What follows belongs to an exercise in optimizing a design on an open flow for small area, a short achievable clock period and few clock cycles per item; a production flow would make more cautious choices. The RTL was checked by simulation tests, not by an equivalence proof against the original design. No activity file was given, so power comes from the tool's default toggle rates.

delta:
==> flow/design.v (excerpt) <==
module header_parser (
    input  logic         clk,
    input  logic         rst_n,
    input  logic  [0:255]  in_data,
    input  logic  [31:0]   in_keep,
    input  logic           in_valid,
    input  logic           in_last,
    output logic  [0:255]  out_data,
    output logic  [0:31]   out_keep,
    output logic           out_valid,
    output logic           out_last,
    output logic           timestamp_valid,
    output logic  [31:0]   timestamp,
    input  logic           out_ready,
    output logic           in_ready,
    input  logic           cfg_we,
    input  logic  [3:0]    cfg_waddr,
    input  logic  [31:0]   cfg_wdata,
    input  logic  [3:0]    cfg_raddr,
    output logic  [31:0]   cfg_rdata
);
For scale: about 1100 cells after synthesis, roughly 190 flip-flops, ~0.012 mm² of cells after synthesis.
==> flow/config.mk <==
export PLATFORM = sky130hd
export DESIGN_NAME = header_parser
export DESIGN_NICKNAME = header_parser
export VERILOG_FILES = /design/flow/design.v
export SDC_FILE = /design/flow/constraint.sdc
export NUM_CORES = 4
export LEC_CHECK = 0
export ABC_CLOCK_PERIOD_IN_PS = 1500
export CAP_MARGIN = 20
export CORE_MARGIN = 2
export CORE_UTILIZATION = 25
export PLACE_DENSITY = 0.5
export SETUP_SLACK_MARGIN = 2.5
export SLEW_MARGIN = 20
==> flow/constraint.sdc <==
create_clock -name core_clock -period 5.0 [get_ports {clk}]
set_input_delay 1.0000 -clock core_clock [delete_from_list [all_inputs] [get_ports {clk}]]
set_output_delay 1.0000 -clock core_clock [all_outputs]
set_load 0.01 [all_outputs]
standard.sh (not shown) runs the stock make flow with config.mk's settings and CLKGATE_MAP_FILE= SYNTH_SCRIPT=/design/flow/synth_recipe.tcl, a recipe that flattens the netlist after the stock synthesis.
==> flow/flow/run.sh <==
#!/bin/bash
cp standard.sh standard_sh.txt
export BUFFER_PORTS_ARGS="-buffer_cell sky130_fd_sc_hd__buf_1"
bash standard.sh > standard.log 2>&1
Testbench counts of delta, summed over its fixed seeds: cycles 28,240, packets 2,400.
Setup changes, delta to cedar
- clearing ABC_CLOCK_PERIOD_IN_PS, which used to be 1500
Notes after the runs:
Comparing cedar against delta, there is no change at all in normalized max-slew margin.
As far as final net count goes, delta and cedar are indistinguishable; the numbers are identical.
Number of standard cells in the layout, taps in and fillers out came out exactly the same in cedar and delta.
delta -> cedar: least setup slack across all paths after layout delta 0, exact match
In terms of global-route usage, delta and cedar differ only marginally.
Summary of cedar over delta: die footprint closely matched the old numbers, cell leakage power closely matched the old numbers.
Comparing cedar against delta, there is no change at all in layout overhead on the synthesized area.
Wire length of the first global-routing pass came out exactly the same in cedar and delta.
Any difference in proportion of cell area occupied by registers between cedar and delta is small enough to ignore.
As far as cell count after placement goes, delta and cedar are indistinguishable; the numbers are identical.
> inputs changed (cedar -> maple)
==> flow/run.sh (new file) <==
#!/bin/bash
# synth_recipe.tcl (not shown) runs the flow's synth.tcl, then flattens the netlist and writes it again
# the make line also repeats each setting of config.mk as NAME=value (left out here)
make -C /OpenROAD-flow-scripts/flow DESIGN_CONFIG=/design/flow/config.mk WORK_HOME=/design/flow/orfs CLKGATE_MAP_FILE= SYNTH_SCRIPT=/design/flow/synth_recipe.tcl finish
removed: flow/flow/run.sh
removed: flow/standard.sh
### Flow results
Clock network area share for maple is lower than for cedar.
On maple: signed area change from the synthesized netlist to the final layout is 13 points higher than what cedar gave.
~same register-to-register slack in maple and cedar
Diff maple and cedar: detailed-route wire length on metal 1 higher in maple
Delta (maple minus cedar): combinational power increased by about 13% relative to the old numbers; cell area increased by about 12% relative to the old numbers; minimum clock period after layout decreased by 57 ps relative to the old numbers; wire length closely matched the old numbers; total power after layout increased by about 4% relative to the old numbers.
maple vs cedar on portion of the clock cycle consumed by the worst path in the final layout: maple is the lower one.


v24:
header_parser, a different RTL version from the one above (not shown whole).
Size: about 1100 cells after synthesis, roughly 690 I/O pins, ~9700 µm² of cells after synthesis.
Settings: LEC_CHECK=0, ABC_AREA=1, CAP_MARGIN=20, CORE_MARGIN=2, CORE_UTILIZATION=25, PLACE_DENSITY=0.5, SETUP_SLACK_MARGIN=1.7, SLEW_MARGIN=20; clock period 5.0 ns.
==> flow/flow/run.sh <==
#!/bin/bash
set -euo pipefail
cp standard.sh standard_sh.txt
export BUFFER_PORTS_ARGS="-buffer_cell sky130_fd_sc_hd__buf_1"
ARGS="IO_CONSTRAINTS=$PWD/flow/io.tcl"
bash standard.sh $ARGS synth > synth.log 2>&1
R=$PWD/orfs/results/$FLOW_PLATFORM/header_parser/base
cp $R/1_2_yosys.v standard_synth.v
python3 flow/rmux.py cut standard_synth.v cut.v ov > rmux_cut.log 2>&1
LIB=$FLOW_HOME/platforms/$FLOW_PLATFORM/lib/sky130_fd_sc_hd__tt_025C_1v80.lib \
IN=$PWD/cut.v OUT=$PWD/remapped.v TOP=$FLOW_TOP ABC_SCRIPT=$PWD/flow/remap.abc \
  yosys -c flow/remap.tcl > remap.log 2>&1
python3 flow/rmux.py add remapped.v final_synth.v ov > rmux_add.log 2>&1
cp final_synth.v $R/1_2_yosys.v
rm -f $R/1_synth.odb $R/1_synth.sdc
bash standard.sh $ARGS > standard.log 2>&1
Other scripts of this flow, unchanged in this note and not shown: flow/flow/io.tcl, flow/flow/remap.abc, flow/flow/remap.tcl, flow/flow/rmux.py
v24 | status: complete | timing, DRC, antenna: pass
Testbench counts of v24, summed over its fixed seeds: cycles 26,111, packets 2,400.
### v24 -> v20
- SETUP_SLACK_MARGIN now 1.8, was 1.7
- ABC_AREA no longer set, was 1
==> results.txt <==
Met2 demand-to-capacity share in global routing: v24 and v20 compared, higher one is v24. Length of routed wiring on met1, v24 and v20, higher one = v20. In the flow results for v24 and v20, the clock skew is smaller on v20. Cell with the largest stage delay on the worst path: sky130_fd_sc_hd__and2_4 -> v24, sky130_fd_sc_hd__o31ai_4 -> v20.
The inputs of v32 differ from those of v20 as listed below.
- SETUP_SLACK_MARGIN: 1.8 -> 1.7
- TNS_END_PERCENT: unset -> 5
Notes after the runs:
- Relative to v20, the maximum vdd ir drop measured on v32 has decreased slightly.
- Against v20, v32 comes in 1.2 points lower on core utilization.
- | part of the power in combinational logic | v32 vs v20 | 0.8 points lower |
- Compared with v20, in v32 clock network fraction of design power saw an increase; number of failing setup endpoints in the final timing report essentially unchanged; routed wire length went down by 1.3%.

separate check: timing with driven ports:
How much do the figures lean on ideal ports? The routed layouts below were timed once more, with nothing changed but the port constraints.
Step 1: set_driving_cell puts a clkbuf_16 on clk and a buf_2 on each other input, an assumption about the parent block.
Step 2 also shifts input and output timing later by t, the mid clock arrival at the registers, as if the neighbouring blocks saw the same clock.
Three values: ideal ports, drivers, drivers and shift; two values: the first two.
| run | t (ns) | slack for setup (ns) | worst data-port slew with drivers (ns) |
|---|---|---|---|
| delta | 0.504 | 1.605 / 1.527 / 1.527 | 0.27 |
| cedar | 0.504 | 1.605 / 1.527 / 1.527 | 0.27 |
| maple | 0.506 | 1.662 / 1.604 / 1.604 | 0.27 |
| v24 | 0.485 | 1.677 / 1.656 / 1.656 | 0.24 |
| v20 | 0.492 | 1.779 / 1.746 / 1.746 | 0.25 |
| v32 | 0.489 | 1.642 / 1.617 / 1.617 | 0.24 |
After both steps setup and hold are still met in every run listed.
